This design comes from an exercise in tuning for small area and a short achievable clock period on the open sky130 flow, not from production work.
At most, simulation tests tie the RTL to the original design; equivalence was not proved.
No functional check of the RTL was part of run 2.

==> flow/design.v, too long to show whole: its modules and the start of the top module <==
// module mult16_top: 17 lines
// module ha: 3 lines
// module fa: 3 lines
// module multiplier_16bit: 245 lines
module mult16_top (
  input         clk,
  input  [15:0] a,
  input  [15:0] b,
  output [31:0] p
);
  // ...
==> flow/run.sh <==
#!/bin/bash
# synth_recipe.tcl (not shown) runs the flow's synth.tcl, then flattens the netlist and writes it again
# the make line also repeats each setting of config.mk as NAME=value (left out here)
make -C /OpenROAD-flow-scripts/flow DESIGN_CONFIG=/design/flow/config.mk WORK_HOME=/design/flow/orfs CLKGATE_MAP_FILE= SYNTH_SCRIPT=/design/flow/synth_recipe.tcl finish
==> flow/config.mk <==
export PLATFORM = sky130hd
export DESIGN_NAME = mult16_top
export DESIGN_NICKNAME = mult16_top
export VERILOG_FILES = /design/flow/design.v
export SDC_FILE = /design/flow/constraint.sdc
export NUM_CORES = 4
export LEC_CHECK = 0
export CAP_MARGIN = 20
export CORE_MARGIN = 2
export CORE_UTILIZATION = 40
export SLEW_MARGIN = 20
==> flow/constraint.sdc <==
create_clock -name core_clock -period 15.0 [get_ports {clk}]
set_input_delay 3.0000 -clock core_clock [delete_from_list [all_inputs] [get_ports {clk}]]
set_output_delay 3.0000 -clock core_clock [all_outputs]
set_load 0.01 [all_outputs]
==> metrics.md, run 1 <==
| Metric | Value |
|---|---|
| Avg Synthesized Cell Area | 11.4 sq um |
| Run status | finished clean |
| Largest net degree at the start of global routing | 17 |
| Reg2Reg Setup Slack | ~0.94 ns |
| Biggest regs | p_r (32), a_r (16), b_r (16) |
| Hold Path Sink | p_r[0] |
| Count of pins over their slew limit | 0 |
| Synth Warn # | 1 |
| GRT Total Usage | 13.1% |
| Met1 WL | 4830 um |
| Layout cells sized above 1 | 3.38% |
| Max Fclk | between 0.07 and 0.08 GHz |
| Compound-Gate Fraction of Synth Area | 0% |
| Dpl hpwl | between 10000 and 15000 um |
| Multi-input comb cells | about 500 |
| Initial antenna violation count | 0 |
| Inserted Clock Buffers | 9 |
| Met3 Routed Length | 359 um |
| Commonest cells post-synth | 224 x fa_1, 218 x nand2_1, 71 x inv_1 |
| Max cap viols | 0 |
| Placed cell areas | 0.00827 sq mm |
| GR peak layer | met2 |
| Core area | ~0.019 sq mm |
| Startpoint types | register |
| Inst Count DP | ~960 |
| Sequential fraction of the synthesis area | 16.6% |
| Number of synthesized flops with an enable pin | 0 |
| Post-synthesis mux area share | 0% |
| Biggest register | p_r |
| R2r endpoint | p_r[30] |
| Seq Cell Count | 64 |
| Async SR Flop Fraction | 0% |
==> inputs of run 2 (changes only) <==
==> flow/design.v (replaced) <==
module mult16_top (
  input         clk,
  input  [15:0] a,
  input  [15:0] b,
  output [31:0] p
);
  reg  [15:0] a_r, b_r;
  reg  [31:0] p_r;
  wire [31:0] o;
  multiplier_16bit u_mul (.a(a_r), .b(b_r), .o(o));
  always @(posedge clk) begin
    a_r <= a;
    b_r <= b;
    p_r <= o;
  end
  assign p = p_r;
endmodule

module mul_fa(input a, b, cin, output sum, cout);
  assign sum = a ^ b ^ cin;
  assign cout = (a & b) | (a & cin) | (b & cin);
endmodule
module mul_inv(input a, output y);
  assign y = ~a;
endmodule
module mul_mux2i(input s, a0, a1, output y);
  assign y = ~(s ? a1 : a0);
endmodule
module mul_nand2(input a, b, output y);
  assign y = ~(a & b);
endmodule
module mul_nor2(input a, b, output y);
  assign y = ~(a | b);
endmodule
module mul_o22ai(input a1, a2, b1, b2, output y);
  assign y = ~((a1 | a2) & (b1 | b2));
endmodule
module mul_xnor2(input a, b, output y);
  assign y = ~(a ^ b);
endmodule
module mul_xor2(input a, b, output y);
  assign y = a ^ b;
endmodule
module multiplier_16bit(input [15:0] a, b, output [31:0] o);
  wire n1;
  wire n2;
  wire n3;
  wire n4;
  wire n5;
  wire n6;
  wire n7;
  wire n8;
  wire n9;
  wire n10;
  wire n11;
  wire n12;
  wire n13;
  wire n14;
  wire n15;
  wire n16;
  wire n17;
  wire n18;
  wire n19;
  wire n20;
  wire n21;
  wire n22;
  wire n23;
  wire n24;
  wire n25;
  wire n26;
  wire n27;
  wire n28;
  wire n29;
  wire n30;
  wire n31;
  wire n32;
  wire n33;
  wire n34;
  wire n35;
  wire n36;
  wire n37;
  wire n38;
  wire n39;
  wire n40;
  wire n41;
  wire n42;
  wire n43;
  wire n44;
  wire n45;
  wire n46;
  wire n47;
  wire n48;
  wire n49;
  wire n50;
  wire n51;
  wire n52;
  wire n53;
  wire n54;
  wire n55;
  wire n56;
  wire n57;
  wire n58;
  wire n59;
  wire n60;
  wire n61;
  wire n62;
  wire n63;
  wire n64;
  wire n65;
  wire n66;
  wire n67;
  wire n68;
  wire n69;
  wire n70;
  wire n71;
  wire n72;
  wire n73;
  wire n74;
  wire n75;
  wire n76;
  wire n77;
  wire n78;
  wire n79;
  wire n80;
  wire n81;
  wire n82;
  wire n83;
  wire n84;
  wire n85;
  wire n86;
  wire n87;
  wire n88;
  wire n89;
  wire n90;
  wire n91;
  wire n92;
  wire n93;
  wire n94;
  wire n95;
  wire n96;
  wire n97;
  wire n98;
  wire n99;
  wire n100;
  wire n101;
  wire n102;
  wire n103;
  wire n104;
  wire n105;
  wire n106;
  wire n107;
  wire n108;
  wire n109;
  wire n110;
  wire n111;
  wire n112;
  wire n113;
  wire n114;
  wire n115;
  wire n116;
  wire n117;
  wire n118;
  wire n119;
  wire n120;
  wire n121;
  wire n122;
  wire n123;
  wire n124;
  wire n125;
  wire n126;
  wire n127;
  wire n128;
  wire n129;
  wire n130;
  wire n131;
  wire n132;
  wire n133;
  wire n134;
  wire n135;
  wire n136;
  wire n137;
  wire n138;
  wire n139;
  wire n140;
  wire n141;
  wire n142;
  wire n143;
  wire n144;
  wire n145;
  wire n146;
  wire n147;
  wire n148;
  wire n149;
  wire n150;
  wire n151;
  wire n152;
  wire n153;
  wire n154;
  wire n155;
  wire n156;
  wire n157;
  wire n158;
  wire n159;
  wire n160;
  wire n161;
  wire n162;
  wire n163;
  wire n164;
  wire n165;
  wire n166;
  wire n167;
  wire n168;
  wire n169;
  wire n170;
  wire n171;
  wire n172;
  wire n173;
  wire n174;
  wire n175;
  wire n176;
  wire n177;
  wire n178;
  wire n179;
  wire n180;
  wire n181;
  wire n182;
  wire n183;
  wire n184;
  wire n185;
  wire n186;
  wire n187;
  wire n188;
  wire n189;
  wire n190;
  wire n191;
  wire n192;
  wire n193;
  wire n194;
  wire n195;
  wire n196;
  wire n197;
  wire n198;
  wire n199;
  wire n200;
  wire n201;
  wire n202;
  wire n203;
  wire n204;
  wire n205;
  wire n206;
  wire n207;
  wire n208;
  wire n209;
  wire n210;
  wire n211;
  wire n212;
  wire n213;
  wire n214;
  wire n215;
  wire n216;
  wire n217;
  wire n218;
  wire n219;
  wire n220;
  wire n221;
  wire n222;
  wire n223;
  wire n224;
  wire n225;
  wire n226;
  wire n227;
  wire n228;
  wire n229;
  wire n230;
  wire n231;
  wire n232;
  wire n233;
  wire n234;
  wire n235;
  wire n236;
  wire n237;
  wire n238;
  wire n239;
  wire n240;
  wire n241;
  wire n242;
  wire n243;
  wire n244;
  wire n245;
  wire n246;
  wire n247;
  wire n248;
  wire n249;
  wire n250;
  wire n251;
  wire n252;
  wire n253;
  wire n254;
  wire n255;
  wire n256;
  wire n257;
  wire n258;
  wire n259;
  wire n260;
  wire n261;
  wire n262;
  wire n263;
  wire n264;
  wire n265;
  wire n266;
  wire n267;
  wire n268;
  wire n269;
  wire n270;
  wire n271;
  wire n272;
  wire n273;
  wire n274;
  wire n275;
  wire n276;
  wire n277;
  wire n278;
  wire n279;
  wire n280;
  wire n281;
  wire n282;
  wire n283;
  wire n284;
  wire n285;
  wire n286;
  wire n287;
  wire n288;
  wire n289;
  wire n290;
  wire n291;
  wire n292;
  wire n293;
  wire n294;
  wire n295;
  wire n296;
  wire n297;
  wire n298;
  wire n299;
  wire n300;
  wire n301;
  wire n302;
  wire n303;
  wire n304;
  wire n305;
  wire n306;
  wire n307;
  wire n308;
  wire n309;
  wire n310;
  wire n311;
  wire n312;
  wire n313;
  wire n314;
  wire n315;
  wire n316;
  wire n317;
  wire n318;
  wire n319;
  wire n320;
  wire n321;
  wire n322;
  wire n323;
  wire n324;
  wire n325;
  wire n326;
  wire n327;
  wire n328;
  wire n329;
  wire n330;
  wire n331;
  wire n332;
  wire n333;
  wire n334;
  wire n335;
  wire n336;
  wire n337;
  wire n338;
  wire n339;
  wire n340;
  wire n341;
  wire n342;
  wire n343;
  wire n344;
  wire n345;
  wire n346;
  wire n347;
  wire n348;
  wire n349;
  wire n350;
  wire n351;
  wire n352;
  wire n353;
  wire n354;
  wire n355;
  wire n356;
  wire n357;
  wire n358;
  wire n359;
  wire n360;
  wire n361;
  wire n362;
  wire n363;
  wire n364;
  wire n365;
  wire n366;
  wire n367;
  wire n368;
  wire n369;
  wire n370;
  wire n371;
  wire n372;
  wire n373;
  wire n374;
  wire n375;
  wire n376;
  wire n377;
  wire n378;
  wire n379;
  wire n380;
  wire n381;
  wire n382;
  wire n383;
  wire n384;
  wire n385;
  wire n386;
  wire n387;
  wire n388;
  wire n389;
  wire n390;
  wire n391;
  wire n392;
  wire n393;
  wire n402;
  wire n403;
  wire n404;
  wire n405;
  wire n406;
  wire n407;
  wire n408;
  wire n409;
  wire n410;
  wire n411;
  wire n412;
  wire n413;
  wire n414;
  wire n415;
  wire n416;
  wire n417;
  wire n418;
  wire n419;
  wire n420;
  wire n421;
  wire n422;
  wire n423;
  wire n424;
  wire n425;
  wire n426;
  wire n427;
  wire n428;
  wire n429;
  wire n430;
  wire n431;
  wire n432;
  wire n433;
  wire n434;
  wire n435;
  wire n436;
  wire n437;
  wire n438;
  wire n439;
  wire n440;
  wire n441;
  wire n442;
  wire n443;
  wire n444;
  wire n445;
  wire n446;
  wire n447;
  wire n448;
  wire n449;
  wire n450;
  wire n451;
  wire n452;
  wire n453;
  wire n454;
  wire n455;
  wire n456;
  wire n457;
  wire n458;
  wire n459;
  wire n460;
  wire n461;
  wire n462;
  wire n463;
  wire n464;
  wire n465;
  wire n466;
  wire n467;
  wire n468;
  wire n469;
  wire n470;
  wire n471;
  wire n472;
  wire n473;
  wire n474;
  wire n475;
  wire n476;
  wire n477;
  wire n478;
  wire n479;
  wire n480;
  wire n481;
  wire n482;
  wire n483;
  wire n484;
  wire n485;
  wire n486;
  wire n487;
  wire n488;
  wire n489;
  wire n490;
  wire n491;
  wire n492;
  wire n493;
  wire n494;
  wire n495;
  wire n496;
  wire n497;
  wire n498;
  wire n499;
  wire n500;
  wire n501;
  wire n502;
  wire n503;
  wire n504;
  wire n505;
  wire n506;
  wire n507;
  wire n508;
  wire n509;
  wire n510;
  wire n511;
  wire n512;
  wire n513;
  wire n514;
  wire n515;
  wire n516;
  wire n517;
  wire n518;
  wire n519;
  wire n520;
  wire n521;
  wire n522;
  wire n523;
  wire n524;
  wire n525;
  wire n526;
  wire n527;
  wire n528;
  wire n529;
  wire n530;
  wire n531;
  wire n532;
  wire n533;
  wire n534;
  wire n535;
  wire n536;
  wire n537;
  wire n538;
  wire n539;
  wire n540;
  wire n541;
  wire n542;
  wire n543;
  wire n544;
  wire n545;
  wire n546;
  wire n547;
  wire n548;
  wire n549;
  wire n550;
  wire n551;
  wire n552;
  wire n553;
  wire n554;
  wire n555;
  wire n556;
  wire n557;
  wire n558;
  wire n559;
  wire n560;
  wire n561;
  wire n562;
  wire n563;
  wire n564;
  wire n565;
  wire n566;
  wire n567;
  wire n568;
  wire n569;
  wire n570;
  wire n571;
  wire n572;
  wire n573;
  wire n574;
  wire n575;
  wire n576;
  wire n577;
  wire n578;
  wire n579;
  wire n580;
  wire n581;
  wire n582;
  wire n583;
  wire n584;
  wire n585;
  wire n586;
  wire n587;
  wire n588;
  wire n589;
  wire n590;
  wire n591;
  wire n592;
  wire n593;
  wire n594;
  wire n595;
  wire n596;
  wire n597;
  wire n598;
  wire n599;
  wire n600;
  wire n601;
  wire n602;
  wire n603;
  wire n604;
  wire n605;
  wire n606;
  wire n607;
  wire n608;
  wire n609;
  wire n610;
  wire n611;
  wire n612;
  wire n613;
  wire n614;
  wire n615;
  wire n616;
  wire n617;
  wire n618;
  wire n619;
  wire n620;
  wire n621;
  wire n622;
  wire n623;
  wire n624;
  wire n625;
  wire n626;
  wire n627;
  wire n628;
  wire n629;
  wire n630;
  wire n631;
  wire n632;
  wire n633;
  wire n634;
  wire n635;
  wire n636;
  wire n637;
  wire n638;
  wire n639;
  wire n640;
  wire n641;
  wire n642;
  wire n643;
  wire n644;
  wire n645;
  wire n646;
  wire n647;
  wire n648;
  wire n649;
  wire n650;
  wire n651;
  wire n652;
  wire n653;
  wire n654;
  wire n655;
  wire n656;
  wire n657;
  wire n658;
  wire n659;
  wire n660;
  wire n661;
  wire n662;
  wire n663;
  wire n664;
  wire n665;
  wire n666;
  wire n667;
  wire n668;
  wire n669;
  wire n670;
  wire n671;
  wire n672;
  wire n673;
  wire n674;
  wire n675;
  wire n676;
  wire n677;
  wire n678;
  wire n679;
  wire n680;
  wire n681;
  wire n682;
  wire n683;
  wire n684;
  wire n685;
  wire n686;
  wire n687;
  wire n688;
  wire n689;
  mul_inv u0 (.a(a[0]), .y(n1));
  mul_inv u1 (.a(a[0]), .y(n2));
  mul_inv u2 (.a(a[1]), .y(n3));
  mul_inv u3 (.a(a[1]), .y(n4));
  mul_inv u4 (.a(a[2]), .y(n5));
  mul_inv u5 (.a(a[2]), .y(n6));
  mul_inv u6 (.a(a[3]), .y(n7));
  mul_inv u7 (.a(a[3]), .y(n8));
  mul_inv u8 (.a(a[4]), .y(n9));
  mul_inv u9 (.a(a[4]), .y(n10));
  mul_inv u10 (.a(a[5]), .y(n11));
  mul_inv u11 (.a(a[5]), .y(n12));
  mul_inv u12 (.a(a[6]), .y(n13));
  mul_inv u13 (.a(a[6]), .y(n14));
  mul_inv u14 (.a(a[7]), .y(n15));
  mul_inv u15 (.a(a[7]), .y(n16));
  mul_inv u16 (.a(a[8]), .y(n17));
  mul_inv u17 (.a(a[8]), .y(n18));
  mul_inv u18 (.a(a[9]), .y(n19));
  mul_inv u19 (.a(a[9]), .y(n20));
  mul_inv u20 (.a(a[10]), .y(n21));
  mul_inv u21 (.a(a[10]), .y(n22));
  mul_inv u22 (.a(a[11]), .y(n23));
  mul_inv u23 (.a(a[11]), .y(n24));
  mul_inv u24 (.a(a[12]), .y(n25));
  mul_inv u25 (.a(a[12]), .y(n26));
  mul_inv u26 (.a(a[13]), .y(n27));
  mul_inv u27 (.a(a[13]), .y(n28));
  mul_inv u28 (.a(a[14]), .y(n29));
  mul_inv u29 (.a(a[14]), .y(n30));
  mul_inv u30 (.a(a[15]), .y(n31));
  mul_inv u31 (.a(a[15]), .y(n32));
  mul_inv u32 (.a(b[0]), .y(n33));
  mul_xor2 u33 (.a(b[1]), .b(b[0]), .y(n34));
  mul_nand2 u34 (.a(n34), .b(n33), .y(n35));
  mul_inv u35 (.a(b[1]), .y(n36));
  mul_inv u36 (.a(b[0]), .y(n37));
  mul_xor2 u37 (.a(b[1]), .b(b[0]), .y(n38));
  mul_nand2 u38 (.a(n38), .b(n37), .y(n39));
  mul_inv u39 (.a(b[1]), .y(n40));
  mul_nor2 u40 (.a(n33), .b(n1), .y(n41));
  mul_xnor2 u41 (.a(n41), .b(n36), .y(n42));
  mul_o22ai u42 (.a1(n33), .a2(n3), .b1(n35), .b2(n1), .y(n43));
  mul_xnor2 u43 (.a(n43), .b(n36), .y(n44));
  mul_o22ai u44 (.a1(n33), .a2(n5), .b1(n35), .b2(n3), .y(n45));
  mul_xnor2 u45 (.a(n45), .b(n36), .y(n46));
  mul_o22ai u46 (.a1(n33), .a2(n7), .b1(n35), .b2(n5), .y(n47));
  mul_xnor2 u47 (.a(n47), .b(n36), .y(n48));
  mul_o22ai u48 (.a1(n33), .a2(n9), .b1(n35), .b2(n7), .y(n49));
  mul_xnor2 u49 (.a(n49), .b(n36), .y(n50));
  mul_o22ai u50 (.a1(n33), .a2(n11), .b1(n35), .b2(n9), .y(n51));
  mul_xnor2 u51 (.a(n51), .b(n36), .y(n52));
  mul_o22ai u52 (.a1(n33), .a2(n13), .b1(n35), .b2(n11), .y(n53));
  mul_xnor2 u53 (.a(n53), .b(n36), .y(n54));
  mul_o22ai u54 (.a1(n33), .a2(n15), .b1(n35), .b2(n13), .y(n55));
  mul_xnor2 u55 (.a(n55), .b(n36), .y(n56));
  mul_o22ai u56 (.a1(n33), .a2(n17), .b1(n35), .b2(n15), .y(n57));
  mul_xnor2 u57 (.a(n57), .b(n36), .y(n58));
  mul_o22ai u58 (.a1(n37), .a2(n20), .b1(n39), .b2(n18), .y(n59));
  mul_xnor2 u59 (.a(n59), .b(n40), .y(n60));
  mul_o22ai u60 (.a1(n37), .a2(n22), .b1(n39), .b2(n20), .y(n61));
  mul_xnor2 u61 (.a(n61), .b(n40), .y(n62));
  mul_o22ai u62 (.a1(n37), .a2(n24), .b1(n39), .b2(n22), .y(n63));
  mul_xnor2 u63 (.a(n63), .b(n40), .y(n64));
  mul_o22ai u64 (.a1(n37), .a2(n26), .b1(n39), .b2(n24), .y(n65));
  mul_xnor2 u65 (.a(n65), .b(n40), .y(n66));
  mul_o22ai u66 (.a1(n37), .a2(n28), .b1(n39), .b2(n26), .y(n67));
  mul_xnor2 u67 (.a(n67), .b(n40), .y(n68));
  mul_o22ai u68 (.a1(n37), .a2(n30), .b1(n39), .b2(n28), .y(n69));
  mul_xnor2 u69 (.a(n69), .b(n40), .y(n70));
  mul_o22ai u70 (.a1(n37), .a2(n32), .b1(n39), .b2(n30), .y(n71));
  mul_xnor2 u71 (.a(n71), .b(n40), .y(n72));
  mul_nor2 u72 (.a(n39), .b(n32), .y(n73));
  mul_xnor2 u73 (.a(n73), .b(n40), .y(n74));
  mul_inv u74 (.a(b[1]), .y(n75));
  mul_xnor2 u75 (.a(b[2]), .b(b[1]), .y(n76));
  mul_xor2 u76 (.a(b[3]), .b(b[2]), .y(n77));
  mul_nand2 u77 (.a(n77), .b(n76), .y(n78));
  mul_inv u78 (.a(b[3]), .y(n79));
  mul_xnor2 u79 (.a(b[2]), .b(b[1]), .y(n80));
  mul_xor2 u80 (.a(b[3]), .b(b[2]), .y(n81));
  mul_nand2 u81 (.a(n81), .b(n80), .y(n82));
  mul_inv u82 (.a(b[3]), .y(n83));
  mul_nor2 u83 (.a(n76), .b(n1), .y(n84));
  mul_xnor2 u84 (.a(n84), .b(n79), .y(n85));
  mul_o22ai u85 (.a1(n76), .a2(n3), .b1(n78), .b2(n1), .y(n86));
  mul_xnor2 u86 (.a(n86), .b(n79), .y(n87));
  mul_o22ai u87 (.a1(n76), .a2(n5), .b1(n78), .b2(n3), .y(n88));
  mul_xnor2 u88 (.a(n88), .b(n79), .y(n89));
  mul_o22ai u89 (.a1(n76), .a2(n7), .b1(n78), .b2(n5), .y(n90));
  mul_xnor2 u90 (.a(n90), .b(n79), .y(n91));
  mul_o22ai u91 (.a1(n76), .a2(n9), .b1(n78), .b2(n7), .y(n92));
  mul_xnor2 u92 (.a(n92), .b(n79), .y(n93));
  mul_o22ai u93 (.a1(n76), .a2(n11), .b1(n78), .b2(n9), .y(n94));
  mul_xnor2 u94 (.a(n94), .b(n79), .y(n95));
  mul_o22ai u95 (.a1(n76), .a2(n13), .b1(n78), .b2(n11), .y(n96));
  mul_xnor2 u96 (.a(n96), .b(n79), .y(n97));
  mul_o22ai u97 (.a1(n76), .a2(n15), .b1(n78), .b2(n13), .y(n98));
  mul_xnor2 u98 (.a(n98), .b(n79), .y(n99));
  mul_o22ai u99 (.a1(n76), .a2(n17), .b1(n78), .b2(n15), .y(n100));
  mul_xnor2 u100 (.a(n100), .b(n79), .y(n101));
  mul_o22ai u101 (.a1(n80), .a2(n20), .b1(n82), .b2(n18), .y(n102));
  mul_xnor2 u102 (.a(n102), .b(n83), .y(n103));
  mul_o22ai u103 (.a1(n80), .a2(n22), .b1(n82), .b2(n20), .y(n104));
  mul_xnor2 u104 (.a(n104), .b(n83), .y(n105));
  mul_o22ai u105 (.a1(n80), .a2(n24), .b1(n82), .b2(n22), .y(n106));
  mul_xnor2 u106 (.a(n106), .b(n83), .y(n107));
  mul_o22ai u107 (.a1(n80), .a2(n26), .b1(n82), .b2(n24), .y(n108));
  mul_xnor2 u108 (.a(n108), .b(n83), .y(n109));
  mul_o22ai u109 (.a1(n80), .a2(n28), .b1(n82), .b2(n26), .y(n110));
  mul_xnor2 u110 (.a(n110), .b(n83), .y(n111));
  mul_o22ai u111 (.a1(n80), .a2(n30), .b1(n82), .b2(n28), .y(n112));
  mul_xnor2 u112 (.a(n112), .b(n83), .y(n113));
  mul_o22ai u113 (.a1(n80), .a2(n32), .b1(n82), .b2(n30), .y(n114));
  mul_xnor2 u114 (.a(n114), .b(n83), .y(n115));
  mul_nor2 u115 (.a(n82), .b(n32), .y(n116));
  mul_xnor2 u116 (.a(n116), .b(n83), .y(n117));
  mul_inv u117 (.a(b[3]), .y(n118));
  mul_xnor2 u118 (.a(b[4]), .b(b[3]), .y(n119));
  mul_xor2 u119 (.a(b[5]), .b(b[4]), .y(n120));
  mul_nand2 u120 (.a(n120), .b(n119), .y(n121));
  mul_inv u121 (.a(b[5]), .y(n122));
  mul_xnor2 u122 (.a(b[4]), .b(b[3]), .y(n123));
  mul_xor2 u123 (.a(b[5]), .b(b[4]), .y(n124));
  mul_nand2 u124 (.a(n124), .b(n123), .y(n125));
  mul_inv u125 (.a(b[5]), .y(n126));
  mul_nor2 u126 (.a(n119), .b(n1), .y(n127));
  mul_xnor2 u127 (.a(n127), .b(n122), .y(n128));
  mul_o22ai u128 (.a1(n119), .a2(n3), .b1(n121), .b2(n1), .y(n129));
  mul_xnor2 u129 (.a(n129), .b(n122), .y(n130));
  mul_o22ai u130 (.a1(n119), .a2(n5), .b1(n121), .b2(n3), .y(n131));
  mul_xnor2 u131 (.a(n131), .b(n122), .y(n132));
  mul_o22ai u132 (.a1(n119), .a2(n7), .b1(n121), .b2(n5), .y(n133));
  mul_xnor2 u133 (.a(n133), .b(n122), .y(n134));
  mul_o22ai u134 (.a1(n119), .a2(n9), .b1(n121), .b2(n7), .y(n135));
  mul_xnor2 u135 (.a(n135), .b(n122), .y(n136));
  mul_o22ai u136 (.a1(n119), .a2(n11), .b1(n121), .b2(n9), .y(n137));
  mul_xnor2 u137 (.a(n137), .b(n122), .y(n138));
  mul_o22ai u138 (.a1(n119), .a2(n13), .b1(n121), .b2(n11), .y(n139));
  mul_xnor2 u139 (.a(n139), .b(n122), .y(n140));
  mul_o22ai u140 (.a1(n119), .a2(n15), .b1(n121), .b2(n13), .y(n141));
  mul_xnor2 u141 (.a(n141), .b(n122), .y(n142));
  mul_o22ai u142 (.a1(n119), .a2(n17), .b1(n121), .b2(n15), .y(n143));
  mul_xnor2 u143 (.a(n143), .b(n122), .y(n144));
  mul_o22ai u144 (.a1(n123), .a2(n20), .b1(n125), .b2(n18), .y(n145));
  mul_xnor2 u145 (.a(n145), .b(n126), .y(n146));
  mul_o22ai u146 (.a1(n123), .a2(n22), .b1(n125), .b2(n20), .y(n147));
  mul_xnor2 u147 (.a(n147), .b(n126), .y(n148));
  mul_o22ai u148 (.a1(n123), .a2(n24), .b1(n125), .b2(n22), .y(n149));
  mul_xnor2 u149 (.a(n149), .b(n126), .y(n150));
  mul_o22ai u150 (.a1(n123), .a2(n26), .b1(n125), .b2(n24), .y(n151));
  mul_xnor2 u151 (.a(n151), .b(n126), .y(n152));
  mul_o22ai u152 (.a1(n123), .a2(n28), .b1(n125), .b2(n26), .y(n153));
  mul_xnor2 u153 (.a(n153), .b(n126), .y(n154));
  mul_o22ai u154 (.a1(n123), .a2(n30), .b1(n125), .b2(n28), .y(n155));
  mul_xnor2 u155 (.a(n155), .b(n126), .y(n156));
  mul_o22ai u156 (.a1(n123), .a2(n32), .b1(n125), .b2(n30), .y(n157));
  mul_xnor2 u157 (.a(n157), .b(n126), .y(n158));
  mul_nor2 u158 (.a(n125), .b(n32), .y(n159));
  mul_xnor2 u159 (.a(n159), .b(n126), .y(n160));
  mul_inv u160 (.a(b[5]), .y(n161));
  mul_xnor2 u161 (.a(b[6]), .b(b[5]), .y(n162));
  mul_xor2 u162 (.a(b[7]), .b(b[6]), .y(n163));
  mul_nand2 u163 (.a(n163), .b(n162), .y(n164));
  mul_inv u164 (.a(b[7]), .y(n165));
  mul_xnor2 u165 (.a(b[6]), .b(b[5]), .y(n166));
  mul_xor2 u166 (.a(b[7]), .b(b[6]), .y(n167));
  mul_nand2 u167 (.a(n167), .b(n166), .y(n168));
  mul_inv u168 (.a(b[7]), .y(n169));
  mul_nor2 u169 (.a(n162), .b(n1), .y(n170));
  mul_xnor2 u170 (.a(n170), .b(n165), .y(n171));
  mul_o22ai u171 (.a1(n162), .a2(n3), .b1(n164), .b2(n1), .y(n172));
  mul_xnor2 u172 (.a(n172), .b(n165), .y(n173));
  mul_o22ai u173 (.a1(n162), .a2(n5), .b1(n164), .b2(n3), .y(n174));
  mul_xnor2 u174 (.a(n174), .b(n165), .y(n175));
  mul_o22ai u175 (.a1(n162), .a2(n7), .b1(n164), .b2(n5), .y(n176));
  mul_xnor2 u176 (.a(n176), .b(n165), .y(n177));
  mul_o22ai u177 (.a1(n162), .a2(n9), .b1(n164), .b2(n7), .y(n178));
  mul_xnor2 u178 (.a(n178), .b(n165), .y(n179));
  mul_o22ai u179 (.a1(n162), .a2(n11), .b1(n164), .b2(n9), .y(n180));
  mul_xnor2 u180 (.a(n180), .b(n165), .y(n181));
  mul_o22ai u181 (.a1(n162), .a2(n13), .b1(n164), .b2(n11), .y(n182));
  mul_xnor2 u182 (.a(n182), .b(n165), .y(n183));
  mul_o22ai u183 (.a1(n162), .a2(n15), .b1(n164), .b2(n13), .y(n184));
  mul_xnor2 u184 (.a(n184), .b(n165), .y(n185));
  mul_o22ai u185 (.a1(n162), .a2(n17), .b1(n164), .b2(n15), .y(n186));
  mul_xnor2 u186 (.a(n186), .b(n165), .y(n187));
  mul_o22ai u187 (.a1(n166), .a2(n20), .b1(n168), .b2(n18), .y(n188));
  mul_xnor2 u188 (.a(n188), .b(n169), .y(n189));
  mul_o22ai u189 (.a1(n166), .a2(n22), .b1(n168), .b2(n20), .y(n190));
  mul_xnor2 u190 (.a(n190), .b(n169), .y(n191));
  mul_o22ai u191 (.a1(n166), .a2(n24), .b1(n168), .b2(n22), .y(n192));
  mul_xnor2 u192 (.a(n192), .b(n169), .y(n193));
  mul_o22ai u193 (.a1(n166), .a2(n26), .b1(n168), .b2(n24), .y(n194));
  mul_xnor2 u194 (.a(n194), .b(n169), .y(n195));
  mul_o22ai u195 (.a1(n166), .a2(n28), .b1(n168), .b2(n26), .y(n196));
  mul_xnor2 u196 (.a(n196), .b(n169), .y(n197));
  mul_o22ai u197 (.a1(n166), .a2(n30), .b1(n168), .b2(n28), .y(n198));
  mul_xnor2 u198 (.a(n198), .b(n169), .y(n199));
  mul_o22ai u199 (.a1(n166), .a2(n32), .b1(n168), .b2(n30), .y(n200));
  mul_xnor2 u200 (.a(n200), .b(n169), .y(n201));
  mul_nor2 u201 (.a(n168), .b(n32), .y(n202));
  mul_xnor2 u202 (.a(n202), .b(n169), .y(n203));
  mul_inv u203 (.a(b[7]), .y(n204));
  mul_xnor2 u204 (.a(b[8]), .b(b[7]), .y(n205));
  mul_xor2 u205 (.a(b[9]), .b(b[8]), .y(n206));
  mul_nand2 u206 (.a(n206), .b(n205), .y(n207));
  mul_inv u207 (.a(b[9]), .y(n208));
  mul_xnor2 u208 (.a(b[8]), .b(b[7]), .y(n209));
  mul_xor2 u209 (.a(b[9]), .b(b[8]), .y(n210));
  mul_nand2 u210 (.a(n210), .b(n209), .y(n211));
  mul_inv u211 (.a(b[9]), .y(n212));
  mul_nor2 u212 (.a(n205), .b(n1), .y(n213));
  mul_xnor2 u213 (.a(n213), .b(n208), .y(n214));
  mul_o22ai u214 (.a1(n205), .a2(n3), .b1(n207), .b2(n1), .y(n215));
  mul_xnor2 u215 (.a(n215), .b(n208), .y(n216));
  mul_o22ai u216 (.a1(n205), .a2(n5), .b1(n207), .b2(n3), .y(n217));
  mul_xnor2 u217 (.a(n217), .b(n208), .y(n218));
  mul_o22ai u218 (.a1(n205), .a2(n7), .b1(n207), .b2(n5), .y(n219));
  mul_xnor2 u219 (.a(n219), .b(n208), .y(n220));
  mul_o22ai u220 (.a1(n205), .a2(n9), .b1(n207), .b2(n7), .y(n221));
  mul_xnor2 u221 (.a(n221), .b(n208), .y(n222));
  mul_o22ai u222 (.a1(n205), .a2(n11), .b1(n207), .b2(n9), .y(n223));
  mul_xnor2 u223 (.a(n223), .b(n208), .y(n224));
  mul_o22ai u224 (.a1(n205), .a2(n13), .b1(n207), .b2(n11), .y(n225));
  mul_xnor2 u225 (.a(n225), .b(n208), .y(n226));
  mul_o22ai u226 (.a1(n205), .a2(n15), .b1(n207), .b2(n13), .y(n227));
  mul_xnor2 u227 (.a(n227), .b(n208), .y(n228));
  mul_o22ai u228 (.a1(n205), .a2(n17), .b1(n207), .b2(n15), .y(n229));
  mul_xnor2 u229 (.a(n229), .b(n208), .y(n230));
  mul_o22ai u230 (.a1(n209), .a2(n20), .b1(n211), .b2(n18), .y(n231));
  mul_xnor2 u231 (.a(n231), .b(n212), .y(n232));
  mul_o22ai u232 (.a1(n209), .a2(n22), .b1(n211), .b2(n20), .y(n233));
  mul_xnor2 u233 (.a(n233), .b(n212), .y(n234));
  mul_o22ai u234 (.a1(n209), .a2(n24), .b1(n211), .b2(n22), .y(n235));
  mul_xnor2 u235 (.a(n235), .b(n212), .y(n236));
  mul_o22ai u236 (.a1(n209), .a2(n26), .b1(n211), .b2(n24), .y(n237));
  mul_xnor2 u237 (.a(n237), .b(n212), .y(n238));
  mul_o22ai u238 (.a1(n209), .a2(n28), .b1(n211), .b2(n26), .y(n239));
  mul_xnor2 u239 (.a(n239), .b(n212), .y(n240));
  mul_o22ai u240 (.a1(n209), .a2(n30), .b1(n211), .b2(n28), .y(n241));
  mul_xnor2 u241 (.a(n241), .b(n212), .y(n242));
  mul_o22ai u242 (.a1(n209), .a2(n32), .b1(n211), .b2(n30), .y(n243));
  mul_xnor2 u243 (.a(n243), .b(n212), .y(n244));
  mul_nor2 u244 (.a(n211), .b(n32), .y(n245));
  mul_xnor2 u245 (.a(n245), .b(n212), .y(n246));
  mul_inv u246 (.a(b[9]), .y(n247));
  mul_xnor2 u247 (.a(b[10]), .b(b[9]), .y(n248));
  mul_xor2 u248 (.a(b[11]), .b(b[10]), .y(n249));
  mul_nand2 u249 (.a(n249), .b(n248), .y(n250));
  mul_inv u250 (.a(b[11]), .y(n251));
  mul_xnor2 u251 (.a(b[10]), .b(b[9]), .y(n252));
  mul_xor2 u252 (.a(b[11]), .b(b[10]), .y(n253));
  mul_nand2 u253 (.a(n253), .b(n252), .y(n254));
  mul_inv u254 (.a(b[11]), .y(n255));
  mul_nor2 u255 (.a(n248), .b(n1), .y(n256));
  mul_xnor2 u256 (.a(n256), .b(n251), .y(n257));
  mul_o22ai u257 (.a1(n248), .a2(n3), .b1(n250), .b2(n1), .y(n258));
  mul_xnor2 u258 (.a(n258), .b(n251), .y(n259));
  mul_o22ai u259 (.a1(n248), .a2(n5), .b1(n250), .b2(n3), .y(n260));
  mul_xnor2 u260 (.a(n260), .b(n251), .y(n261));
  mul_o22ai u261 (.a1(n248), .a2(n7), .b1(n250), .b2(n5), .y(n262));
  mul_xnor2 u262 (.a(n262), .b(n251), .y(n263));
  mul_o22ai u263 (.a1(n248), .a2(n9), .b1(n250), .b2(n7), .y(n264));
  mul_xnor2 u264 (.a(n264), .b(n251), .y(n265));
  mul_o22ai u265 (.a1(n248), .a2(n11), .b1(n250), .b2(n9), .y(n266));
  mul_xnor2 u266 (.a(n266), .b(n251), .y(n267));
  mul_o22ai u267 (.a1(n248), .a2(n13), .b1(n250), .b2(n11), .y(n268));
  mul_xnor2 u268 (.a(n268), .b(n251), .y(n269));
  mul_o22ai u269 (.a1(n248), .a2(n15), .b1(n250), .b2(n13), .y(n270));
  mul_xnor2 u270 (.a(n270), .b(n251), .y(n271));
  mul_o22ai u271 (.a1(n248), .a2(n17), .b1(n250), .b2(n15), .y(n272));
  mul_xnor2 u272 (.a(n272), .b(n251), .y(n273));
  mul_o22ai u273 (.a1(n252), .a2(n20), .b1(n254), .b2(n18), .y(n274));
  mul_xnor2 u274 (.a(n274), .b(n255), .y(n275));
  mul_o22ai u275 (.a1(n252), .a2(n22), .b1(n254), .b2(n20), .y(n276));
  mul_xnor2 u276 (.a(n276), .b(n255), .y(n277));
  mul_o22ai u277 (.a1(n252), .a2(n24), .b1(n254), .b2(n22), .y(n278));
  mul_xnor2 u278 (.a(n278), .b(n255), .y(n279));
  mul_o22ai u279 (.a1(n252), .a2(n26), .b1(n254), .b2(n24), .y(n280));
  mul_xnor2 u280 (.a(n280), .b(n255), .y(n281));
  mul_o22ai u281 (.a1(n252), .a2(n28), .b1(n254), .b2(n26), .y(n282));
  mul_xnor2 u282 (.a(n282), .b(n255), .y(n283));
  mul_o22ai u283 (.a1(n252), .a2(n30), .b1(n254), .b2(n28), .y(n284));
  mul_xnor2 u284 (.a(n284), .b(n255), .y(n285));
  mul_o22ai u285 (.a1(n252), .a2(n32), .b1(n254), .b2(n30), .y(n286));
  mul_xnor2 u286 (.a(n286), .b(n255), .y(n287));
  mul_nor2 u287 (.a(n254), .b(n32), .y(n288));
  mul_xnor2 u288 (.a(n288), .b(n255), .y(n289));
  mul_inv u289 (.a(b[11]), .y(n290));
  mul_xnor2 u290 (.a(b[12]), .b(b[11]), .y(n291));
  mul_xor2 u291 (.a(b[13]), .b(b[12]), .y(n292));
  mul_nand2 u292 (.a(n292), .b(n291), .y(n293));
  mul_inv u293 (.a(b[13]), .y(n294));
  mul_xnor2 u294 (.a(b[12]), .b(b[11]), .y(n295));
  mul_xor2 u295 (.a(b[13]), .b(b[12]), .y(n296));
  mul_nand2 u296 (.a(n296), .b(n295), .y(n297));
  mul_inv u297 (.a(b[13]), .y(n298));
  mul_nor2 u298 (.a(n291), .b(n1), .y(n299));
  mul_xnor2 u299 (.a(n299), .b(n294), .y(n300));
  mul_o22ai u300 (.a1(n291), .a2(n3), .b1(n293), .b2(n1), .y(n301));
  mul_xnor2 u301 (.a(n301), .b(n294), .y(n302));
  mul_o22ai u302 (.a1(n291), .a2(n5), .b1(n293), .b2(n3), .y(n303));
  mul_xnor2 u303 (.a(n303), .b(n294), .y(n304));
  mul_o22ai u304 (.a1(n291), .a2(n7), .b1(n293), .b2(n5), .y(n305));
  mul_xnor2 u305 (.a(n305), .b(n294), .y(n306));
  mul_o22ai u306 (.a1(n291), .a2(n9), .b1(n293), .b2(n7), .y(n307));
  mul_xnor2 u307 (.a(n307), .b(n294), .y(n308));
  mul_o22ai u308 (.a1(n291), .a2(n11), .b1(n293), .b2(n9), .y(n309));
  mul_xnor2 u309 (.a(n309), .b(n294), .y(n310));
  mul_o22ai u310 (.a1(n291), .a2(n13), .b1(n293), .b2(n11), .y(n311));
  mul_xnor2 u311 (.a(n311), .b(n294), .y(n312));
  mul_o22ai u312 (.a1(n291), .a2(n15), .b1(n293), .b2(n13), .y(n313));
  mul_xnor2 u313 (.a(n313), .b(n294), .y(n314));
  mul_o22ai u314 (.a1(n291), .a2(n17), .b1(n293), .b2(n15), .y(n315));
  mul_xnor2 u315 (.a(n315), .b(n294), .y(n316));
  mul_o22ai u316 (.a1(n295), .a2(n20), .b1(n297), .b2(n18), .y(n317));
  mul_xnor2 u317 (.a(n317), .b(n298), .y(n318));
  mul_o22ai u318 (.a1(n295), .a2(n22), .b1(n297), .b2(n20), .y(n319));
  mul_xnor2 u319 (.a(n319), .b(n298), .y(n320));
  mul_o22ai u320 (.a1(n295), .a2(n24), .b1(n297), .b2(n22), .y(n321));
  mul_xnor2 u321 (.a(n321), .b(n298), .y(n322));
  mul_o22ai u322 (.a1(n295), .a2(n26), .b1(n297), .b2(n24), .y(n323));
  mul_xnor2 u323 (.a(n323), .b(n298), .y(n324));
  mul_o22ai u324 (.a1(n295), .a2(n28), .b1(n297), .b2(n26), .y(n325));
  mul_xnor2 u325 (.a(n325), .b(n298), .y(n326));
  mul_o22ai u326 (.a1(n295), .a2(n30), .b1(n297), .b2(n28), .y(n327));
  mul_xnor2 u327 (.a(n327), .b(n298), .y(n328));
  mul_o22ai u328 (.a1(n295), .a2(n32), .b1(n297), .b2(n30), .y(n329));
  mul_xnor2 u329 (.a(n329), .b(n298), .y(n330));
  mul_nor2 u330 (.a(n297), .b(n32), .y(n331));
  mul_xnor2 u331 (.a(n331), .b(n298), .y(n332));
  mul_inv u332 (.a(b[13]), .y(n333));
  mul_xnor2 u333 (.a(b[14]), .b(b[13]), .y(n334));
  mul_xor2 u334 (.a(b[15]), .b(b[14]), .y(n335));
  mul_nand2 u335 (.a(n335), .b(n334), .y(n336));
  mul_inv u336 (.a(b[15]), .y(n337));
  mul_xnor2 u337 (.a(b[14]), .b(b[13]), .y(n338));
  mul_xor2 u338 (.a(b[15]), .b(b[14]), .y(n339));
  mul_nand2 u339 (.a(n339), .b(n338), .y(n340));
  mul_inv u340 (.a(b[15]), .y(n341));
  mul_nor2 u341 (.a(n334), .b(n1), .y(n342));
  mul_xnor2 u342 (.a(n342), .b(n337), .y(n343));
  mul_o22ai u343 (.a1(n334), .a2(n3), .b1(n336), .b2(n1), .y(n344));
  mul_xnor2 u344 (.a(n344), .b(n337), .y(n345));
  mul_o22ai u345 (.a1(n334), .a2(n5), .b1(n336), .b2(n3), .y(n346));
  mul_xnor2 u346 (.a(n346), .b(n337), .y(n347));
  mul_o22ai u347 (.a1(n334), .a2(n7), .b1(n336), .b2(n5), .y(n348));
  mul_xnor2 u348 (.a(n348), .b(n337), .y(n349));
  mul_o22ai u349 (.a1(n334), .a2(n9), .b1(n336), .b2(n7), .y(n350));
  mul_xnor2 u350 (.a(n350), .b(n337), .y(n351));
  mul_o22ai u351 (.a1(n334), .a2(n11), .b1(n336), .b2(n9), .y(n352));
  mul_xnor2 u352 (.a(n352), .b(n337), .y(n353));
  mul_o22ai u353 (.a1(n334), .a2(n13), .b1(n336), .b2(n11), .y(n354));
  mul_xnor2 u354 (.a(n354), .b(n337), .y(n355));
  mul_o22ai u355 (.a1(n334), .a2(n15), .b1(n336), .b2(n13), .y(n356));
  mul_xnor2 u356 (.a(n356), .b(n337), .y(n357));
  mul_o22ai u357 (.a1(n334), .a2(n17), .b1(n336), .b2(n15), .y(n358));
  mul_xnor2 u358 (.a(n358), .b(n337), .y(n359));
  mul_o22ai u359 (.a1(n338), .a2(n20), .b1(n340), .b2(n18), .y(n360));
  mul_xnor2 u360 (.a(n360), .b(n341), .y(n361));
  mul_o22ai u361 (.a1(n338), .a2(n22), .b1(n340), .b2(n20), .y(n362));
  mul_xnor2 u362 (.a(n362), .b(n341), .y(n363));
  mul_o22ai u363 (.a1(n338), .a2(n24), .b1(n340), .b2(n22), .y(n364));
  mul_xnor2 u364 (.a(n364), .b(n341), .y(n365));
  mul_o22ai u365 (.a1(n338), .a2(n26), .b1(n340), .b2(n24), .y(n366));
  mul_xnor2 u366 (.a(n366), .b(n341), .y(n367));
  mul_o22ai u367 (.a1(n338), .a2(n28), .b1(n340), .b2(n26), .y(n368));
  mul_xnor2 u368 (.a(n368), .b(n341), .y(n369));
  mul_o22ai u369 (.a1(n338), .a2(n30), .b1(n340), .b2(n28), .y(n370));
  mul_xnor2 u370 (.a(n370), .b(n341), .y(n371));
  mul_o22ai u371 (.a1(n338), .a2(n32), .b1(n340), .b2(n30), .y(n372));
  mul_xnor2 u372 (.a(n372), .b(n341), .y(n373));
  mul_nor2 u373 (.a(n340), .b(n32), .y(n374));
  mul_xnor2 u374 (.a(n374), .b(n341), .y(n375));
  mul_inv u375 (.a(b[15]), .y(n376));
  mul_inv u376 (.a(b[15]), .y(n377));
  mul_nor2 u377 (.a(n2), .b(n377), .y(n378));
  mul_nor2 u378 (.a(n4), .b(n377), .y(n379));
  mul_nor2 u379 (.a(n6), .b(n377), .y(n380));
  mul_nor2 u380 (.a(n8), .b(n377), .y(n381));
  mul_nor2 u381 (.a(n10), .b(n377), .y(n382));
  mul_nor2 u382 (.a(n12), .b(n377), .y(n383));
  mul_nor2 u383 (.a(n14), .b(n377), .y(n384));
  mul_nor2 u384 (.a(n16), .b(n377), .y(n385));
  mul_nor2 u385 (.a(n18), .b(n377), .y(n386));
  mul_nor2 u386 (.a(n20), .b(n377), .y(n387));
  mul_nor2 u387 (.a(n22), .b(n377), .y(n388));
  mul_nor2 u388 (.a(n24), .b(n377), .y(n389));
  mul_nor2 u389 (.a(n26), .b(n377), .y(n390));
  mul_nor2 u390 (.a(n28), .b(n377), .y(n391));
  mul_nor2 u391 (.a(n30), .b(n377), .y(n392));
  mul_nor2 u392 (.a(n32), .b(n377), .y(n393));
  mul_fa u393 (.a(b[3]), .b(n85), .cin(n46), .sum(n402), .cout(n403));
  mul_xnor2 u394 (.a(n87), .b(n48), .y(n404));
  mul_nand2 u395 (.a(n87), .b(n48), .y(n405));
  mul_fa u396 (.a(b[5]), .b(n128), .cin(n89), .sum(n406), .cout(n407));
  mul_inv u397 (.a(n50), .y(n408));
  mul_xnor2 u398 (.a(n408), .b(n405), .y(n409));
  mul_nor2 u399 (.a(n408), .b(n405), .y(n410));
  mul_fa u400 (.a(n91), .b(n130), .cin(n52), .sum(n411), .cout(n412));
  mul_fa u401 (.a(n410), .b(n407), .cin(n411), .sum(n413), .cout(n414));
  mul_fa u402 (.a(b[7]), .b(n171), .cin(n93), .sum(n415), .cout(n416));
  mul_fa u403 (.a(n132), .b(n54), .cin(n412), .sum(n417), .cout(n418));
  mul_fa u404 (.a(n415), .b(n414), .cin(n417), .sum(n419), .cout(n420));
  mul_fa u405 (.a(n95), .b(n134), .cin(n173), .sum(n421), .cout(n422));
  mul_fa u406 (.a(n56), .b(n416), .cin(n421), .sum(n423), .cout(n424));
  mul_xnor2 u407 (.a(n418), .b(n423), .y(n425));
  mul_nand2 u408 (.a(n418), .b(n423), .y(n426));
  mul_fa u409 (.a(b[9]), .b(n214), .cin(n97), .sum(n427), .cout(n428));
  mul_fa u410 (.a(n136), .b(n175), .cin(n58), .sum(n429), .cout(n430));
  mul_fa u411 (.a(n422), .b(n427), .cin(n429), .sum(n431), .cout(n432));
  mul_inv u412 (.a(n424), .y(n433));
  mul_inv u413 (.a(n431), .y(n434));
  mul_fa u414 (.a(n433), .b(n434), .cin(n426), .sum(n435), .cout(n436));
  mul_fa u415 (.a(n99), .b(n138), .cin(n177), .sum(n437), .cout(n438));
  mul_fa u416 (.a(n216), .b(n60), .cin(n428), .sum(n439), .cout(n440));
  mul_fa u417 (.a(n430), .b(n437), .cin(n439), .sum(n441), .cout(n442));
  mul_xnor2 u418 (.a(n432), .b(n441), .y(n443));
  mul_xnor2 u419 (.a(n443), .b(n436), .y(n444));
  mul_inv u420 (.a(n432), .y(n445));
  mul_mux2i u421 (.s(n443), .a0(n436), .a1(n445), .y(n446));
  mul_fa u422 (.a(b[11]), .b(n257), .cin(n101), .sum(n447), .cout(n448));
  mul_fa u423 (.a(n140), .b(n179), .cin(n218), .sum(n449), .cout(n450));
  mul_fa u424 (.a(n62), .b(n438), .cin(n447), .sum(n451), .cout(n452));
  mul_fa u425 (.a(n449), .b(n440), .cin(n451), .sum(n453), .cout(n454));
  mul_xnor2 u426 (.a(n442), .b(n453), .y(n455));
  mul_nand2 u427 (.a(n442), .b(n453), .y(n456));
  mul_fa u428 (.a(n103), .b(n142), .cin(n181), .sum(n457), .cout(n458));
  mul_fa u429 (.a(n220), .b(n259), .cin(n64), .sum(n459), .cout(n460));
  mul_fa u430 (.a(n448), .b(n450), .cin(n457), .sum(n461), .cout(n462));
  mul_fa u431 (.a(n459), .b(n452), .cin(n461), .sum(n463), .cout(n464));
  mul_xnor2 u432 (.a(n454), .b(n463), .y(n465));
  mul_xnor2 u433 (.a(n465), .b(n456), .y(n466));
  mul_inv u434 (.a(n454), .y(n467));
  mul_mux2i u435 (.s(n465), .a0(n456), .a1(n467), .y(n468));
  mul_fa u436 (.a(b[13]), .b(n300), .cin(n105), .sum(n469), .cout(n470));
  mul_fa u437 (.a(n144), .b(n183), .cin(n222), .sum(n471), .cout(n472));
  mul_fa u438 (.a(n261), .b(n66), .cin(n458), .sum(n473), .cout(n474));
  mul_fa u439 (.a(n460), .b(n469), .cin(n471), .sum(n475), .cout(n476));
  mul_fa u440 (.a(n462), .b(n473), .cin(n475), .sum(n477), .cout(n478));
  mul_xnor2 u441 (.a(n464), .b(n477), .y(n479));
  mul_nand2 u442 (.a(n464), .b(n477), .y(n480));
  mul_fa u443 (.a(n107), .b(n146), .cin(n185), .sum(n481), .cout(n482));
  mul_fa u444 (.a(n224), .b(n263), .cin(n302), .sum(n483), .cout(n484));
  mul_fa u445 (.a(n68), .b(n470), .cin(n472), .sum(n485), .cout(n486));
  mul_fa u446 (.a(n481), .b(n483), .cin(n474), .sum(n487), .cout(n488));
  mul_fa u447 (.a(n476), .b(n485), .cin(n487), .sum(n489), .cout(n490));
  mul_xnor2 u448 (.a(n478), .b(n480), .y(n491));
  mul_xnor2 u449 (.a(n491), .b(n489), .y(n492));
  mul_mux2i u450 (.s(n491), .a0(n478), .a1(n489), .y(n493));
  mul_fa u451 (.a(b[15]), .b(n343), .cin(n109), .sum(n494), .cout(n495));
  mul_fa u452 (.a(n148), .b(n187), .cin(n226), .sum(n496), .cout(n497));
  mul_fa u453 (.a(n265), .b(n304), .cin(n70), .sum(n498), .cout(n499));
  mul_fa u454 (.a(n482), .b(n484), .cin(n494), .sum(n500), .cout(n501));
  mul_fa u455 (.a(n496), .b(n498), .cin(n486), .sum(n502), .cout(n503));
  mul_fa u456 (.a(n500), .b(n488), .cin(n502), .sum(n504), .cout(n505));
  mul_xnor2 u457 (.a(n490), .b(n504), .y(n506));
  mul_xnor2 u458 (.a(n506), .b(n493), .y(n507));
  mul_inv u459 (.a(n490), .y(n508));
  mul_mux2i u460 (.s(n506), .a0(n493), .a1(n508), .y(n509));
  mul_fa u461 (.a(n111), .b(n150), .cin(n189), .sum(n510), .cout(n511));
  mul_fa u462 (.a(n228), .b(n267), .cin(n306), .sum(n512), .cout(n513));
  mul_fa u463 (.a(n345), .b(n72), .cin(n495), .sum(n514), .cout(n515));
  mul_fa u464 (.a(n497), .b(n499), .cin(n510), .sum(n516), .cout(n517));
  mul_fa u465 (.a(n512), .b(n514), .cin(n501), .sum(n518), .cout(n519));
  mul_fa u466 (.a(n516), .b(n503), .cin(n518), .sum(n520), .cout(n521));
  mul_xnor2 u467 (.a(n505), .b(n520), .y(n522));
  mul_nand2 u468 (.a(n505), .b(n520), .y(n523));
  mul_fa u469 (.a(n378), .b(n113), .cin(n152), .sum(n524), .cout(n525));
  mul_fa u470 (.a(n191), .b(n230), .cin(n269), .sum(n526), .cout(n527));
  mul_fa u471 (.a(n308), .b(n347), .cin(n74), .sum(n528), .cout(n529));
  mul_fa u472 (.a(n511), .b(n513), .cin(n524), .sum(n530), .cout(n531));
  mul_fa u473 (.a(n526), .b(n528), .cin(n515), .sum(n532), .cout(n533));
  mul_fa u474 (.a(n517), .b(n530), .cin(n532), .sum(n534), .cout(n535));
  mul_xnor2 u475 (.a(n519), .b(n534), .y(n536));
  mul_xnor2 u476 (.a(n536), .b(n521), .y(n537));
  mul_mux2i u477 (.s(n536), .a0(n521), .a1(n519), .y(n538));
  mul_inv u478 (.a(n75), .y(n539));
  mul_fa u479 (.a(n539), .b(n379), .cin(n115), .sum(n540), .cout(n541));
  mul_fa u480 (.a(n154), .b(n193), .cin(n232), .sum(n542), .cout(n543));
  mul_fa u481 (.a(n271), .b(n310), .cin(n349), .sum(n544), .cout(n545));
  mul_fa u482 (.a(n525), .b(n527), .cin(n529), .sum(n546), .cout(n547));
  mul_fa u483 (.a(n540), .b(n542), .cin(n544), .sum(n548), .cout(n549));
  mul_fa u484 (.a(n531), .b(n546), .cin(n548), .sum(n550), .cout(n551));
  mul_xnor2 u485 (.a(n533), .b(n550), .y(n552));
  mul_xnor2 u486 (.a(n552), .b(n535), .y(n553));
  mul_mux2i u487 (.s(n552), .a0(n535), .a1(n533), .y(n554));
  mul_inv u488 (.a(n75), .y(n555));
  mul_fa u489 (.a(n555), .b(n380), .cin(n117), .sum(n556), .cout(n557));
  mul_fa u490 (.a(n156), .b(n195), .cin(n234), .sum(n558), .cout(n559));
  mul_fa u491 (.a(n273), .b(n312), .cin(n351), .sum(n560), .cout(n561));
  mul_fa u492 (.a(n541), .b(n543), .cin(n545), .sum(n562), .cout(n563));
  mul_fa u493 (.a(n556), .b(n558), .cin(n560), .sum(n564), .cout(n565));
  mul_fa u494 (.a(n547), .b(n562), .cin(n549), .sum(n566), .cout(n567));
  mul_xnor2 u495 (.a(n564), .b(n551), .y(n568));
  mul_xnor2 u496 (.a(n568), .b(n566), .y(n569));
  mul_mux2i u497 (.s(n568), .a0(n566), .a1(n564), .y(n570));
  mul_fa u498 (.a(n118), .b(n75), .cin(n381), .sum(n571), .cout(n572));
  mul_fa u499 (.a(n158), .b(n197), .cin(n236), .sum(n573), .cout(n574));
  mul_fa u500 (.a(n275), .b(n314), .cin(n353), .sum(n575), .cout(n576));
  mul_fa u501 (.a(n571), .b(n557), .cin(n559), .sum(n577), .cout(n578));
  mul_fa u502 (.a(n561), .b(n573), .cin(n575), .sum(n579), .cout(n580));
  mul_fa u503 (.a(n563), .b(n577), .cin(n565), .sum(n581), .cout(n582));
  mul_fa u504 (.a(n579), .b(n567), .cin(n581), .sum(n583), .cout(n584));
  mul_inv u505 (.a(n382), .y(n585));
  mul_fa u506 (.a(n585), .b(n160), .cin(n199), .sum(n586), .cout(n587));
  mul_fa u507 (.a(n238), .b(n277), .cin(n316), .sum(n588), .cout(n589));
  mul_fa u508 (.a(n355), .b(n572), .cin(n574), .sum(n590), .cout(n591));
  mul_fa u509 (.a(n576), .b(n586), .cin(n588), .sum(n592), .cout(n593));
  mul_fa u510 (.a(n578), .b(n590), .cin(n580), .sum(n594), .cout(n595));
  mul_fa u511 (.a(n592), .b(n582), .cin(n594), .sum(n596), .cout(n597));
  mul_fa u512 (.a(n161), .b(n383), .cin(n382), .sum(n598), .cout(n599));
  mul_fa u513 (.a(n201), .b(n240), .cin(n279), .sum(n600), .cout(n601));
  mul_fa u514 (.a(n318), .b(n357), .cin(n598), .sum(n602), .cout(n603));
  mul_fa u515 (.a(n587), .b(n589), .cin(n600), .sum(n604), .cout(n605));
  mul_fa u516 (.a(n602), .b(n591), .cin(n593), .sum(n606), .cout(n607));
  mul_fa u517 (.a(n604), .b(n595), .cin(n606), .sum(n608), .cout(n609));
  mul_inv u518 (.a(n384), .y(n610));
  mul_fa u519 (.a(n610), .b(n203), .cin(n242), .sum(n611), .cout(n612));
  mul_fa u520 (.a(n281), .b(n320), .cin(n359), .sum(n613), .cout(n614));
  mul_fa u521 (.a(n599), .b(n601), .cin(n611), .sum(n615), .cout(n616));
  mul_fa u522 (.a(n613), .b(n603), .cin(n605), .sum(n617), .cout(n618));
  mul_fa u523 (.a(n615), .b(n607), .cin(n617), .sum(n619), .cout(n620));
  mul_fa u524 (.a(n204), .b(n385), .cin(n384), .sum(n621), .cout(n622));
  mul_fa u525 (.a(n244), .b(n283), .cin(n322), .sum(n623), .cout(n624));
  mul_fa u526 (.a(n361), .b(n621), .cin(n612), .sum(n625), .cout(n626));
  mul_fa u527 (.a(n614), .b(n623), .cin(n625), .sum(n627), .cout(n628));
  mul_fa u528 (.a(n616), .b(n618), .cin(n627), .sum(n629), .cout(n630));
  mul_inv u529 (.a(n386), .y(n631));
  mul_fa u530 (.a(n631), .b(n246), .cin(n285), .sum(n632), .cout(n633));
  mul_fa u531 (.a(n324), .b(n363), .cin(n622), .sum(n634), .cout(n635));
  mul_fa u532 (.a(n624), .b(n632), .cin(n634), .sum(n636), .cout(n637));
  mul_fa u533 (.a(n626), .b(n636), .cin(n628), .sum(n638), .cout(n639));
  mul_fa u534 (.a(n247), .b(n387), .cin(n386), .sum(n640), .cout(n641));
  mul_fa u535 (.a(n287), .b(n326), .cin(n365), .sum(n642), .cout(n643));
  mul_fa u536 (.a(n640), .b(n633), .cin(n642), .sum(n644), .cout(n645));
  mul_fa u537 (.a(n635), .b(n644), .cin(n637), .sum(n646), .cout(n647));
  mul_inv u538 (.a(n388), .y(n648));
  mul_fa u539 (.a(n648), .b(n289), .cin(n328), .sum(n649), .cout(n650));
  mul_fa u540 (.a(n367), .b(n641), .cin(n643), .sum(n651), .cout(n652));
  mul_fa u541 (.a(n649), .b(n645), .cin(n651), .sum(n653), .cout(n654));
  mul_fa u542 (.a(n290), .b(n389), .cin(n388), .sum(n655), .cout(n656));
  mul_fa u543 (.a(n330), .b(n369), .cin(n655), .sum(n657), .cout(n658));
  mul_fa u544 (.a(n650), .b(n657), .cin(n652), .sum(n659), .cout(n660));
  mul_inv u545 (.a(n390), .y(n661));
  mul_fa u546 (.a(n661), .b(n332), .cin(n371), .sum(n662), .cout(n663));
  mul_fa u547 (.a(n656), .b(n662), .cin(n658), .sum(n664), .cout(n665));
  mul_fa u548 (.a(n333), .b(n391), .cin(n390), .sum(n666), .cout(n667));
  mul_fa u549 (.a(n373), .b(n666), .cin(n663), .sum(n668), .cout(n669));
  mul_inv u550 (.a(n392), .y(n670));
  mul_fa u551 (.a(n670), .b(n375), .cin(n667), .sum(n671), .cout(n672));
  mul_fa u552 (.a(n376), .b(n393), .cin(n392), .sum(n673), .cout(n674));
  mul_inv u553 (.a(n404), .y(n675));
  mul_inv u554 (.a(n409), .y(n676));
  mul_inv u555 (.a(n425), .y(n677));
  mul_inv u556 (.a(n435), .y(n678));
  mul_inv u557 (.a(n444), .y(n679));
  mul_inv u558 (.a(n455), .y(n680));
  mul_inv u559 (.a(n466), .y(n681));
  mul_inv u560 (.a(n479), .y(n682));
  mul_inv u561 (.a(n492), .y(n683));
  mul_inv u562 (.a(n507), .y(n684));
  mul_inv u563 (.a(n522), .y(n685));
  mul_inv u564 (.a(n523), .y(n686));
  mul_inv u565 (.a(n538), .y(n687));
  mul_inv u566 (.a(n554), .y(n688));
  mul_inv u567 (.a(n570), .y(n689));
  wire [31:0] fx = {n673, n671, n668, n664, n659, n653, n646, n630, n620, n609, n597, n584, n689, n569, n553, n686, n685, n684, n683, n682, n681, n680, n679, n678, n677, n419, n413, n676, n675, n402, n44, b[1]};
  wire [31:0] fy = {n672, n669, n665, n660, n654, n647, n639, n638, n629, n619, n608, n596, n583, n688, n687, n537, n509, 1'b0, 1'b0, n468, 1'b0, n446, 1'b0, 1'b0, n420, 1'b0, 1'b0, n406, n403, 1'b0, 1'b0, n42};
  assign o[31:0] = fx + fy;
endmodule
==> flow/flow/run.sh (new file) <==
#!/bin/bash
# Standard layout, with the port buffers made from buf_2 cells.
set -e
cp standard.sh standard_sh_copy.log
export BUFFER_PORTS_ARGS="-buffer_cell sky130_fd_sc_hd__buf_2"
bash standard.sh > standard.log 2>&1
==> flow/standard.sh (new file) <==
#!/bin/bash
# synth_recipe.tcl (not shown) runs the flow's synth.tcl, then flattens the netlist and writes it again
# the make line also repeats each setting of config.mk as NAME=value (left out here)
make -C /OpenROAD-flow-scripts/flow DESIGN_CONFIG=/design/flow/config.mk WORK_HOME=/design/flow/orfs CLKGATE_MAP_FILE= SYNTH_SCRIPT=/design/flow/synth_recipe.tcl "${@:-finish}"
--- a/flow/config.mk
+++ b/flow/config.mk
@@ -4,8 +4,10 @@
 export VERILOG_FILES = /design/flow/design.v
 export SDC_FILE = /design/flow/constraint.sdc
 export NUM_CORES = 4
 export LEC_CHECK = 0
 export CAP_MARGIN = 20
 export CORE_MARGIN = 2
 export CORE_UTILIZATION = 40
 export SLEW_MARGIN = 20
+export SYNTH_HIERARCHICAL = 1
+export SYNTH_MINIMUM_KEEP_SIZE = 0
removed: flow/run.sh
==> run 2 against run 1 <==
Wire length up 79%; area after synthesis up 3.0%; sequential cell count unchanged; maximum frequency up 130%; worst setup slack better by 8.1 ns.
==> metrics.md, run 2 <==
| Metric | Value |
|---|---|
| GRT Total Usage | 20.7% (was 13.1%) |
| Layout Nets | 1066 (was 979) |
| Top post-synthesis cells by area | fa_1 29%, xnor2_1 21%, dfxtp_1 16% (was fa_1 58%, dfxtp_1 17%, nand2_1 11%) |
| CP peak stage delay | 0.82 ns (was 0.66 ns) |
| Met1 Use GR | 30.0% (was 15.8%) |
| Worst-Margin Slew | 0.956 ns (was 0.628 ns) |
| Vias/cell | 5.35 (was 4.58) |
| RSZ-0062 raised after global routing | false (unchanged) |
| Layout cells sized above 1 | 11.0% (was 3.38%) |
| I/O Buffers | 64 (unchanged) |
| Placed cell areas | 0.00857 sq mm (was 0.00827 sq mm) |
| Hold_buf cts | 0 (unchanged) |
| Max Fclk | 0.167 GHz (was 0.0711 GHz) |
| Largest net degree at the start of global routing | 18 (was 17) |
| Synth Warn # | 7 (was 1) |
| Mapped Area | 0.00794 sq mm (was 0.00771 sq mm) |
| P&R area growth vs syn | 12.1% (was 11.2%) |
| Most common cell after layout, fill and taps aside | xnor2_1 (was fa_1) |
| Overflow after GRT | 0 (unchanged) |
| CTS clock-pin slew for the worst setup and hold paths | 0.06 ns (about the same) |
| Biggest regs | p_r (32), a_r (16), b_r (16) (unchanged) |
| Biggest register | p_r (unchanged) |
| Max cap viols | 0 (unchanged) |
| Max FFs per register | 32 (unchanged) |
| Post-detailed-route DRC marker count | 0 (unchanged) |
| Root Buffer | clkbuf_16 (unchanged) |
| Inserted Clock Buffers | 9 (unchanged) |
| Count of pins over their slew limit | 0 (unchanged) |
| Worst path bufs/invs | 0 (was 4) |
| Routed len/inst | 18.0 um (was 12.1 um) |
| Synth Net Count | 993 (was 947) |
| Commonest cells post-synth | 194 x xnor2_1, 120 x o22ai_1, 113 x fa_1 (was 224 x fa_1, 218 x nand2_1, 71 x inv_1) |
| Antenna Diode Count | 0 (unchanged) |
| Initial antenna violation count | 0 (unchanged) |
| First-pass GRT wire length | 32700 um (was 21600 um) |
| Fill count | 1874 (was 1790) |
| Die ar. | 0.0210 sq mm (was 0.0204 sq mm) |
| Detail Route Antenna Nets | 0 (unchanged) |
| Core area | 0.0195 sq mm (was 0.0188 sq mm) |
| Number of synthesized flops with an enable pin | 0 (unchanged) |
| Clock skew | 0.00859 ns (was 0.00788 ns) |
| Final min period | 5.99 ns (was 14.06 ns) |
| Met2 Use GR | 31.4% (was 23.5%) |
| GR peak layer | met2 (unchanged) |
| Sequential fraction of the synthesis area | 16.1% (was 16.6%) |
| WP data arrival | 6.26 ns (was 14.28 ns) |
| Dpl hpwl | 16400 um (was 10100 um) |
| Post-synthesis cell type count | 53 (was 10) |
| Clock sinks | 64 (unchanged) |
| Initial detailed-routing violation count | 563 (was 135) |
| Async SR Flop Fraction | 0% (unchanged) |
| Cell depth of the worst flop-to-flop path | 18 (was 35) |
| Yosys reg bits | 64 (unchanged) |
| Startpoint types | register (unchanged) |
| IO Count | 65 (unchanged) |
| Post-CTS sizing | 0 (unchanged) |
| Design Area, Final | 0.00890 sq mm (was 0.00857 sq mm) |
| Share of the synthesized area in the top cell type | 28.5% (was 58.2%) |
| Run status | finished clean (unchanged) |
| Crit path depth | 18 (was 35) |
| Hold violation total from the final report | 0 (unchanged) |
| Kind of critical path | register to register (unchanged) |
| Clock tree buffer depth | 2 (unchanged) |
| Avg Synthesized Cell Area | 9.63 sq um (was 11.4 sq um) |
| Delay-heaviest family, CP | adder cells (unchanged) |
| Post-Route WL | 21000 um (was 11700 um) |
| GR Util met3 | 2.40% (was 2.98%) |
| Router iterations before antenna repair | 5 (was 4) |
| Gpl congestion | 0.896 (was 0.752) |
run 2: cell types whose count changed in the layout (fill, tap and decap cells not counted), moves of 64 or more:
cell	before	now
buf_2	0	64
clkdlybuf4s50_1	64	0
fa_1	224	113
nand2_1	218	39
o22ai_1	0	120
xnor2_1	0	194
run 2: cells by family after synthesis:
group,synth area share [%]
XOR/XNOR,23.7
AO/OA/AOI/OAI,15.3
adder cells (fa/ha/maj),32.1
AND/OR/NAND/NOR,7.43
buffers and inverters,4.27
flip-flops,16.1
multiplexers,1.02
run 2: path summary, 6_finish.rpt:
kind,slack (ns),endpoint,startpoint
setup / recovery,9.01,p_r[27],b_r[7]
hold / removal,0.81,p_r[0],b_r[1]
setup reg to reg,9.01,p_r[27],b_r[7]
hold reg to reg,0.81,p_r[0],b_r[1]
run 2: layout make-up:
type / count / area (sq um) / share of cell area (%)
Inverter: 87 / 327 / 3.67
Tap cell: 265 / 332 / 3.73
Clock inverter: 3 / 65.1 / 0.731
Sequential cell: 64 / 1280 / 14.4
Timing Repair Buffer: 64 / 320 / 3.60
Multi-Input combinational cell: 671 / 6310 / 71.0
Clock buffer: 12 / 256 / 2.88
run 2: Yosys stat by module, one instance, submodules excluded:
module	times used	cells	area (sq um)	flops+latches
mul_inv	81	1	3.75	0
mul_xor2	16	1	8.76	0
mul_mux2i	7	1	10.0	0
mul_xnor2	170	1	8.76	0
mul_fa	113	1	20.0	0
multiplier_16bit	1	199	1440	0
mult16_top	1	64	1280	64
mul_nor2	33	1	3.75	0
mul_o22ai	120	1	6.26	0
mul_nand2	21	1	3.75	0
run 2: routing by layer:
metal | routed length, um | part of all wire (%) | up-vias
li1 | - | - | 2965
met4 | 561 | 2.7 | 0
met3 | 1470 | 7.0 | 33
met2 | 9100 | 43 | 294
met1 | 9820 | 47 | 2941
met5 | 0 | 0 | -
run 2: per-stage QoR:
step | instances | worst slack (ns) | util [%]
floorplan | 824 | 9.99 | -
global placement | 1151 | 9.18 | 44.1
detailed placement | 1151 | 9.11 | 44.1
CTS | 1166 | 9.10 | 45.7
global route | 1166 | 8.71 | 45.7
finish | 1166 | 9.01 | 45.7

## re-timing with driven ports
In the flow no input, the clock included, has a driving cell. The finished layouts below were timed again as built, in two steps.
Step 1 assumes that a clkbuf_16 drives the clock port and a buf_2 every other input.
Step 2, shift: input delay + t, output delay - t, t = (earliest + latest rising clock arrival at the registers) / 2. This alone moves slack from input paths to output paths.
a / b / c = ideal ports / drivers / drivers and shift; a / b = the first two.
run | shift t [ns] | slack for setup (ns) | worst slew at a driven data input, ns
run 1 | 0.378 | 0.940 / 0.940 / 0.940 | 0.04
run 2 | 0.380 | 9.006 / 9.006 / 9.006 | 0.03
After both steps setup and hold are still met in every run listed.
